Source: an optimization exercise on an open RTL-to-GDS flow (aim: small area, a short achievable clock period and few clock cycles). Production flows keep margins and buffers that such runs may drop.
Where RTL was checked, it was by simulation tests only, not by an equivalence proof against the original.

== 06-06 ==
==> flow/design.v <==
module rle (
	clk,
	nreset,
	start,
	message_addr,
	message_size,
	rle_addr,
	rle_size,
	done,
	port_A_data_in,
	port_A_data_out,
	port_A_addr,
	port_A_we
	);
input	clk;
input	nreset;
input	start;
input 	[31:0] message_addr;
input	[31:0] message_size;
input	[31:0] rle_addr;
input   [31:0] port_A_data_out;
output  [31:0] port_A_data_in;
output  [15:0] port_A_addr;
output  port_A_we;
output	[31:0] rle_size;
output	done;
reg        busy, done_r;
reg        we_r;          
reg        psel;          
reg        wd;            
reg        fin, fin2;     
reg [13:0] R;             
reg [13:0] Wp;            
reg        rdv;           
reg        allin;         
reg        rlast;         
reg [5:0]  wleft;         
reg [31:0] W;
reg [3:1]  rb;            
reg [2:0]  qe;            
reg [1:0]  pos;           
reg [2:0]  sl;            
reg [2:0]  q;             
reg        cons;          
reg        eb;            
reg        sv;            
reg [7:0]  sb;            
reg [2:0]  ssl;           
reg        Wv, last, first, half;
reg [7:0]  val, cnt, runs;
reg [15:0] lo;
wire [1:0] vb = message_size[1:0];      
wire go_start = start & ~busy;
assign port_A_we      = we_r & busy;
assign port_A_addr    = {(psel ? Wp : R), 2'b00};
assign port_A_data_in = {val, cnt, lo};
assign rle_size       = {23'b0, runs, 1'b0};
assign done           = done_r;
function [2:0] seg;
	input [2:0] n;
	input [2:0] p;
	begin
		case ({n, p})
			{3'd2, 3'd1}, {3'd3, 3'd2}, {3'd4, 3'd3}: seg = 3'd1;
			{3'd3, 3'd1}, {3'd4, 3'd2}:               seg = 3'd2;
			{3'd4, 3'd1}:                             seg = 3'd3;
			default:                                  seg = 3'd4;
		endcase
	end
endfunction
wire       run  = busy & ~fin & ~fin2;
wire       go   = run & Wv & ~sv;
wire       nr   = eb | first;
wire       emit = sv | (go & eb & ~first);
wire [7:0] byt  = W[{pos, 3'b000} +: 8];
wire [2:0] nq   = rb[1] ? 3'd1 : rb[2] ? 3'd2 : rb[3] ? 3'd3 : qe;
wire [3:1] rbn  = rb[1] ? {rb[3:2], 1'b0} : rb[2] ? {rb[3], 2'b00} : 3'b000;
wire       consn = ~|rb;                       
wire       few  = ~((rb[1] & rb[2]) | (rb[1] & rb[3]) | (rb[2] & rb[3]));
wire [3:0] clo  = {1'b0, cnt[2:0]} + {1'b0, sl};
wire [4:0] chi1 = cnt[7:3] + 5'd1;
wire [7:0] cadd = {clo[3] ? chi1 : cnt[7:3], clo[2:0]};
wire [31:0] d = port_A_data_out;
wire [3:0] bl;
assign bl[0] = d[7:0]   != W[31:24];
assign bl[1] = d[15:8]  != d[7:0];
assign bl[2] = d[23:16] != d[15:8];
assign bl[3] = d[31:24] != d[23:16];
wire [3:1] ml;                                            
assign ml[1] = rlast & (vb == 2'd1);
assign ml[2] = rlast & (vb == 2'd1 || vb == 2'd2);
assign ml[3] = rlast & (vb != 2'd0);
wire [3:1] stl = bl[3:1] & ~ml;
wire [2:0] qel = rlast ? {vb == 2'd0, vb} : 3'd4;
wire [2:0] q0  = stl[1] ? 3'd1 : stl[2] ? 3'd2 : stl[3] ? 3'd3 : qel;
wire [3:1] rb0 = stl[1] ? {stl[3:2], 1'b0} : stl[2] ? {stl[3], 2'b00} : 3'b000;
wire land  = busy & rdv;
wire early = land & go & ~cons;       
wire nland = land & ~early;
wire two_l = ~((bl[1] & bl[2]) | (bl[1] & bl[3]) | (bl[2] & bl[3]));
wire free1 = sv    ? (cons | consn) :
             early ? 1'b0 :
             nland ? two_l :
             (go & ~cons) ? few : 1'b1;
wire issue = run & ~we_r & ~allin & free1;
wire first_n = first & ~go;
wire half_n  = half ^ emit;
wire fin_n   = go & cons & last;
wire we_n    = (half_n & ((go & ~cons) | (nland & bl[0] & ~first_n) |
                          (sv & eb) | fin_n)) |
               (fin & ~half);
always @(posedge clk or negedge nreset) begin
	if (!nreset) begin
		busy <= 1'b0;
		done_r <= 1'b0;
		fin <= 1'b0;
		fin2 <= 1'b0;
		rdv <= 1'b0;
		Wv <= 1'b0;
		sv <= 1'b0;
		first <= 1'b1;
		half <= 1'b0;
	end else if (go_start) begin
		busy <= 1'b1;
		done_r <= 1'b0;
		fin <= 1'b0;
		fin2 <= 1'b0;
		rdv <= 1'b0;
		Wv <= 1'b0;
		sv <= 1'b0;
		first <= 1'b1;
		half <= 1'b0;
	end else begin
		rdv <= issue;
		first <= first_n;
		half <= half_n | (fin & ~half);
		fin <= fin_n;
		fin2 <= fin & ~half;
		sv <= early;
		if (land) Wv <= 1'b1;
		else if (go & cons) Wv <= 1'b0;
		if ((fin & half) | fin2) begin
			busy <= 1'b0;
			done_r <= 1'b1;
		end
	end
end
always @(posedge clk) begin
	we_r <= we_n & ~go_start;
	psel <= we_n;
	wd <= we_r & ~go_start;
	if (go_start) begin
		R <= message_addr[15:2];
		Wp <= rle_addr[15:2];
		wleft <= message_size[7:2] - {5'd0, (vb == 2'd0)};
		allin <= 1'b0;
		runs <= 8'd0;
	end else begin
		if (issue) R <= R + 14'd1;
		if (wd) Wp <= Wp + 14'd1;
		if (issue) begin
			wleft <= wleft - 6'd1;
			rlast <= (wleft == 6'd0);
			if (wleft == 6'd0) allin <= 1'b1;
		end
		if (emit) begin
			runs <= runs + 8'd1;
			if (!half) lo <= {val, cnt};
		end
		if (sv) begin
			val <= sb;
			cnt <= {5'd0, ssl};
		end
		if (go) begin
			rb <= rbn;
			pos <= q[1:0];
			q <= nq;
			sl <= seg(nq, q);
			cons <= consn;
			eb <= 1'b1;
			if (nr) begin
				val <= byt;
				cnt <= {5'd0, sl};
			end else
				cnt <= cadd;
		end
		if (early) begin
			sb <= W[31:24];
			ssl <= seg(3'd4, q);
		end
		if (land) begin
			W <= d;
			rb <= rb0;
			qe <= qel;
			sl <= q0;
			q <= q0;
			cons <= ~|stl;
			eb <= bl[0];
			last <= rlast;
			pos <= 2'd0;
		end
		if (fin) begin
			runs <= runs + 8'd1;
			if (!half) begin
				lo <= {val, cnt};
				val <= 8'd0;
				cnt <= 8'd0;
			end
		end
	end
end
endmodule
==> flow/config.mk <==
export PLATFORM = sky130hd
export DESIGN_NAME = rle
export DESIGN_NICKNAME = rle
export VERILOG_FILES = /design/flow/design.v
export SDC_FILE = /design/flow/constraint.sdc
export NUM_CORES = 4
export LEC_CHECK = 0
export CAP_MARGIN = 20
export CORE_MARGIN = 2
export CORE_UTILIZATION = 40
export CTS_BUF_LIST = sky130_fd_sc_hd__clkbuf_8
export PLACE_DENSITY = 0.6
export SETUP_SLACK_MARGIN = 1.7
export SLEW_MARGIN = 20
==> flow/constraint.sdc <==
create_clock -name core_clock -period 4.0 [get_ports {clk}]
set_input_delay 0.8000 -clock core_clock [delete_from_list [all_inputs] [get_ports {clk}]]
set_output_delay 0.8000 -clock core_clock [all_outputs]
set_load 0.01 [all_outputs]
standard.sh (not shown) runs the stock make flow with config.mk's settings and CLKGATE_MAP_FILE= SYNTH_SCRIPT=/design/flow/synth_recipe.tcl, a recipe that flattens the netlist after the stock synthesis.
==> flow/flow/run.sh <==
#!/bin/bash
set -euo pipefail
bash standard.sh "BUFFER_PORTS_ARGS=-buffer_cell sky130_fd_sc_hd__buf_1" finish > standard_flow.log 2>&1
Testbench counts of 06-06, summed over its fixed seeds: cycles 16,803.
The inputs of 03-28 differ from those of 06-06 as listed below.
diff --git a/flow/design.v b/flow/design.v
--- a/flow/design.v
+++ b/flow/design.v
@@ -26,7 +26,6 @@
 output	done;
 reg        busy, done_r;
 reg        we_r;          
-reg        psel;          
 reg        wd;            
 reg        fin, fin2;     
 reg [13:0] R;             
@@ -52,7 +51,7 @@
 wire [1:0] vb = message_size[1:0];      
 wire go_start = start & ~busy;
 assign port_A_we      = we_r & busy;
-assign port_A_addr    = {(psel ? Wp : R), 2'b00};
+assign port_A_addr    = {(we_r ? Wp : R), 2'b00};
 assign port_A_data_in = {val, cnt, lo};
 assign rle_size       = {23'b0, runs, 1'b0};
 assign done           = done_r;
@@ -147,7 +146,6 @@
 end
 always @(posedge clk) begin
 	we_r <= we_n & ~go_start;
-	psel <= we_n;
 	wd <= we_r & ~go_start;
 	if (go_start) begin
 		R <= message_addr[15:2];
==> comparison <==
Looking at worst hold slack across both flows, 03-28 is the weaker of the two, with 06-06 ahead.
The count of cell types in the netlist in 06-06 is 0.933 times that in 03-28.
On setup slack, the higher figure sits with 06-06, not 03-28.
Area of the die delta (06-06 -> 03-28): insignificant
Taking 06-06 as the reference point, the routing usage on met2 of 03-28 rises by 3.4 points.
03-28: placement-stage worst setup slack lower than 06-06
03-28 vs. 06-06: global-route usage went up by 0.77 points.
Compared 03-28 against 06-06; share of the core filled with cells within noise.
Clock-cell share of area on 03-28 is up relative to 06-06.
Diff 06-06 and 03-28: register-to-register setup slack lower in 03-28
Testbench counts of 03-28, summed over its fixed seeds: cycles 16,803.

rle, a different RTL version from the one above (not shown whole).
Size: ~130 flip-flops, roughly 210 I/O pins.
// rle
module rle (
	clk,
	nreset,
	start,
	message_addr,
	message_size,
	rle_addr,
	rle_size,
	done,
	port_A_data_in,
	port_A_data_out,
	port_A_addr,
	port_A_we
	);
==> module rle, before the edit <==
module rle (
	clk,
	nreset,
	start,
	message_addr,
	message_size,
	rle_addr,
	rle_size,
	done,
	port_A_data_in,
	port_A_data_out,
	port_A_addr,
	port_A_we
	);
input	clk;
input	nreset;
input	start;
input 	[31:0] message_addr;
input	[31:0] message_size;
input	[31:0] rle_addr;
input   [31:0] port_A_data_out;
output  [31:0] port_A_data_in;
output  [15:0] port_A_addr;
output  port_A_we;
output	[31:0] rle_size;
output	done;
reg        busy, done_r, we_r;
reg        fin, fin2;     
reg [13:0] A;             
reg [13:0] O;             
reg        rdv;           
reg        allin;         
reg        rlast;         
reg [5:0]  wleft;         
reg [31:0] W;
reg [3:1]  rb;            
reg [2:0]  qe;            
reg [1:0]  pos;           
reg [2:0]  sl;            
reg [2:0]  q;             
reg        cons;          
reg        eb;            
reg        Wv, last, first, half;
reg [7:0]  val, cnt, runs;
reg [15:0] lo;
wire [1:0] vb = message_size[1:0];      
wire go_start = start & ~busy;
assign port_A_we      = we_r;
assign port_A_addr    = {A, 2'b00};
assign port_A_data_in = {val, cnt, lo};
assign rle_size       = {23'b0, runs, 1'b0};
assign done           = done_r;
wire       run  = busy & ~fin & ~fin2;
wire       go   = run & Wv;
wire       nr   = eb | first;
wire       emit = eb & ~first;
wire [7:0] byt  = W[{pos, 3'b000} +: 8];
wire [2:0] nq   = rb[1] ? 3'd1 : rb[2] ? 3'd2 : rb[3] ? 3'd3 : qe;
wire [3:1] rbn  = rb[1] ? {rb[3:2], 1'b0} : rb[2] ? {rb[3], 2'b00} : 3'b000;
wire       consn = ~|rb;
wire [3:0] clo  = {1'b0, cnt[2:0]} + {1'b0, sl};
wire [4:0] chi1 = cnt[7:3] + 5'd1;
wire [7:0] cadd = {clo[3] ? chi1 : cnt[7:3], clo[2:0]};
wire [31:0] d = port_A_data_out;
wire [3:0] bl;
assign bl[0] = d[7:0]   != W[31:24];
assign bl[1] = d[15:8]  != d[7:0];
assign bl[2] = d[23:16] != d[15:8];
assign bl[3] = d[31:24] != d[23:16];
wire [3:1] ml;                                            
assign ml[1] = rlast & (vb == 2'd1);
assign ml[2] = rlast & (vb == 2'd1 || vb == 2'd2);
assign ml[3] = rlast & (vb != 2'd0);
wire [3:1] stl = bl[3:1] & ~ml;
wire [2:0] qel = rlast ? {vb == 2'd0, vb} : 3'd4;
wire [2:0] q0  = stl[1] ? 3'd1 : stl[2] ? 3'd2 : stl[3] ? 3'd3 : qel;
wire [3:1] rb0 = stl[1] ? {stl[3:2], 1'b0} : stl[2] ? {stl[3], 2'b00} : 3'b000;
wire land = busy & rdv;
wire free1 = land ? ~|bl[3:1] : (go & ~cons) ? consn : 1'b1;
wire issue = run & ~we_r & ~allin & free1;
wire first_n = first & ~go;
wire half_n  = half ^ (go & emit);
wire fin_n   = go & cons & last;
wire we_n    = (half_n & ((go & ~cons) | (land & bl[0] & ~first_n) | fin_n)) |
               (fin & ~half);
wire [13:0] inc = A + 14'd1;
wire [13:0] pr0 = we_r ? O : A;        
wire [13:0] pr1 = we_r ? O : inc;      
wire [13:0] pw  = we_r ? inc : O;      
reg  [13:0] A_n, O_n;
always @(*) begin
	case ({we_n, issue})
		2'b00: begin A_n = pr0; O_n = pw; end
		2'b01: begin A_n = pr1; O_n = pw; end
		2'b10: begin A_n = pw;  O_n = pr0; end
		default: begin A_n = pw; O_n = pr1; end
	endcase
end
always @(posedge clk or negedge nreset) begin
	if (!nreset) begin
		busy <= 1'b0;
		done_r <= 1'b0;
		we_r <= 1'b0;
		fin <= 1'b0;
		fin2 <= 1'b0;
		rdv <= 1'b0;
		Wv <= 1'b0;
		first <= 1'b1;
		half <= 1'b0;
	end else if (go_start) begin
		busy <= 1'b1;
		done_r <= 1'b0;
		we_r <= 1'b0;
		fin <= 1'b0;
		fin2 <= 1'b0;
		rdv <= 1'b0;
		Wv <= 1'b0;
		first <= 1'b1;
		half <= 1'b0;
	end else begin
		we_r <= we_n;
		rdv <= issue;
		first <= first_n;
		half <= half_n | (fin & ~half);
		fin <= fin_n;
		fin2 <= fin & ~half;
		if (land) Wv <= 1'b1;
		else if (go & cons) Wv <= 1'b0;
		if ((fin & half) | fin2) begin
			busy <= 1'b0;
			done_r <= 1'b1;
		end
	end
end
always @(posedge clk) begin
	if (go_start) begin
		A <= message_addr[15:2];
		O <= rle_addr[15:2];
		wleft <= message_size[7:2] - {5'd0, (vb == 2'd0)};
		allin <= 1'b0;
		runs <= 8'd0;
	end else begin
		A <= A_n;
		O <= O_n;
		if (issue) begin
			wleft <= wleft - 6'd1;
			rlast <= (wleft == 6'd0);
			if (wleft == 6'd0) allin <= 1'b1;
		end
		if (go) begin
			rb <= rbn;
			pos <= q[1:0];
			q <= nq;
			sl <= nq - q;
			cons <= consn;
			eb <= 1'b1;
			if (nr) begin
				val <= byt;
				cnt <= {5'd0, sl};
			end else
				cnt <= cadd;
			if (emit) begin
				runs <= runs + 8'd1;
				if (!half) lo <= {val, cnt};
			end
		end
		if (land) begin
			W <= d;
			rb <= rb0;
			qe <= qel;
			sl <= q0;
			q <= q0;
			cons <= ~|stl;
			eb <= bl[0];
			last <= rlast;
			pos <= 2'd0;
		end
		if (fin) begin
			runs <= runs + 8'd1;
			if (!half) begin
				lo <= {val, cnt};
				val <= 8'd0;
				cnt <= 8'd0;
			end
		end
	end
end
endmodule
export LEC_CHECK = 0
export CAP_MARGIN = 20
export CORE_MARGIN = 2
export CORE_UTILIZATION = 40
export PLACE_DENSITY = 0.6
export SETUP_SLACK_MARGIN = 1.5
export SLEW_MARGIN = 20
create_clock -name core_clock -period 4.0 [get_ports {clk}]
run.sh (not shown) runs the stock make flow with config.mk's settings and CLKGATE_MAP_FILE= SYNTH_SCRIPT=/design/flow/synth_recipe.tcl, a recipe that flattens the netlist after the stock synthesis.
Stock flow here: none of the scripts above is used.
Rerun with:
--- a/flow/design.v
+++ b/flow/design.v
@@ -38,5 +38,4 @@
 reg [1:0]  pos;           
 reg [2:0]  sl;            
-reg [2:0]  q;             
 reg        cons;          
 reg        eb;            
@@ -56,10 +55,8 @@
 wire       emit = eb & ~first;
 wire [7:0] byt  = W[{pos, 3'b000} +: 8];
+wire [2:0] q    = {1'b0, pos} + sl;                       
 wire [2:0] nq   = rb[1] ? 3'd1 : rb[2] ? 3'd2 : rb[3] ? 3'd3 : qe;
 wire [3:1] rbn  = rb[1] ? {rb[3:2], 1'b0} : rb[2] ? {rb[3], 2'b00} : 3'b000;
 wire       consn = ~|rb;
-wire [3:0] clo  = {1'b0, cnt[2:0]} + {1'b0, sl};
-wire [4:0] chi1 = cnt[7:3] + 5'd1;
-wire [7:0] cadd = {clo[3] ? chi1 : cnt[7:3], clo[2:0]};
 wire [31:0] d = port_A_data_out;
 wire [3:0] bl;
@@ -85,16 +82,6 @@
                (fin & ~half);
 wire [13:0] inc = A + 14'd1;
-wire [13:0] pr0 = we_r ? O : A;        
-wire [13:0] pr1 = we_r ? O : inc;      
-wire [13:0] pw  = we_r ? inc : O;      
-reg  [13:0] A_n, O_n;
-always @(*) begin
-	case ({we_n, issue})
-		2'b00: begin A_n = pr0; O_n = pw; end
-		2'b01: begin A_n = pr1; O_n = pw; end
-		2'b10: begin A_n = pw;  O_n = pr0; end
-		default: begin A_n = pw; O_n = pr1; end
-	endcase
-end
+wire [13:0] pr  = we_r ? O : (issue ? inc : A);
+wire [13:0] pw  = we_r ? inc : O;
 always @(posedge clk or negedge nreset) begin
 	if (!nreset) begin
@@ -141,6 +128,6 @@
 		runs <= 8'd0;
 	end else begin
-		A <= A_n;
-		O <= O_n;
+		A <= we_n ? pw : pr;
+		O <= we_n ? pr : pw;
 		if (issue) begin
 			wleft <= wleft - 6'd1;
@@ -151,5 +138,4 @@
 			rb <= rbn;
 			pos <= q[1:0];
-			q <= nq;
 			sl <= nq - q;
 			cons <= consn;
@@ -159,5 +145,5 @@
 				cnt <= {5'd0, sl};
 			end else
-				cnt <= cadd;
+				cnt <= cnt + {5'd0, sl};
 			if (emit) begin
 				runs <= runs + 8'd1;
@@ -170,5 +156,4 @@
 			qe <= qel;
 			sl <= q0;
-			q <= q0;
 			cons <= ~|stl;
 			eb <= bl[0];
The changed run completed without violations.
Utilization went up by 0.94 points.
Non-clock buffer count is lower by 2.
Die area came out lower by 4.3%.
Worst setup slack degrades by 0.030 ns.
Area after synthesis is lower by 4.5%.
No run of this note included a check of the RTL's function; only the layout flow was run.

static timing again, ports no longer ideal:
The results above use ideal ports. As a check the final layouts listed here were re-extracted and re-timed, cells and wires unchanged.
Step 1 assumes that a clkbuf_16 drives the clock port and a buf_2 every other input.
Step 2, shift: input delay + t, output delay - t, t = (earliest + latest rising clock arrival at the registers) / 2. This alone moves slack from input paths to output paths.
a / b / c = no drivers / after step 1 / after step 2; a / b = the first two.
run	t, ns	setup WS [ns]	worst hold slack (ns)	slew at the worst register clock pin (ns)	pins driven straight from the clock port
06-06	0.478	1.797 / 1.755 / 1.391	0.300 / 0.297 / 0.473	0.09 / 0.09	1
03-28	0.496	1.755 / 1.714 / 1.366	0.284 / 0.292 / 0.512	0.11 / 0.11	1
the first run of note 2	0.464	1.551 / 1.529 / 1.094	0.507 / 0.507 / 0.507	0.06 / 0.06	1
the second run of note 2	0.456	1.520 / 1.540 / 1.089	0.499 / 0.499 / 0.499	0.06 / 0.06	1
After both steps setup and hold are still met in every run listed. For the first run of note 2, which loses most, drivers alone change the setup slack by -0.022 ns; drivers and shift together by -0.457 ns.
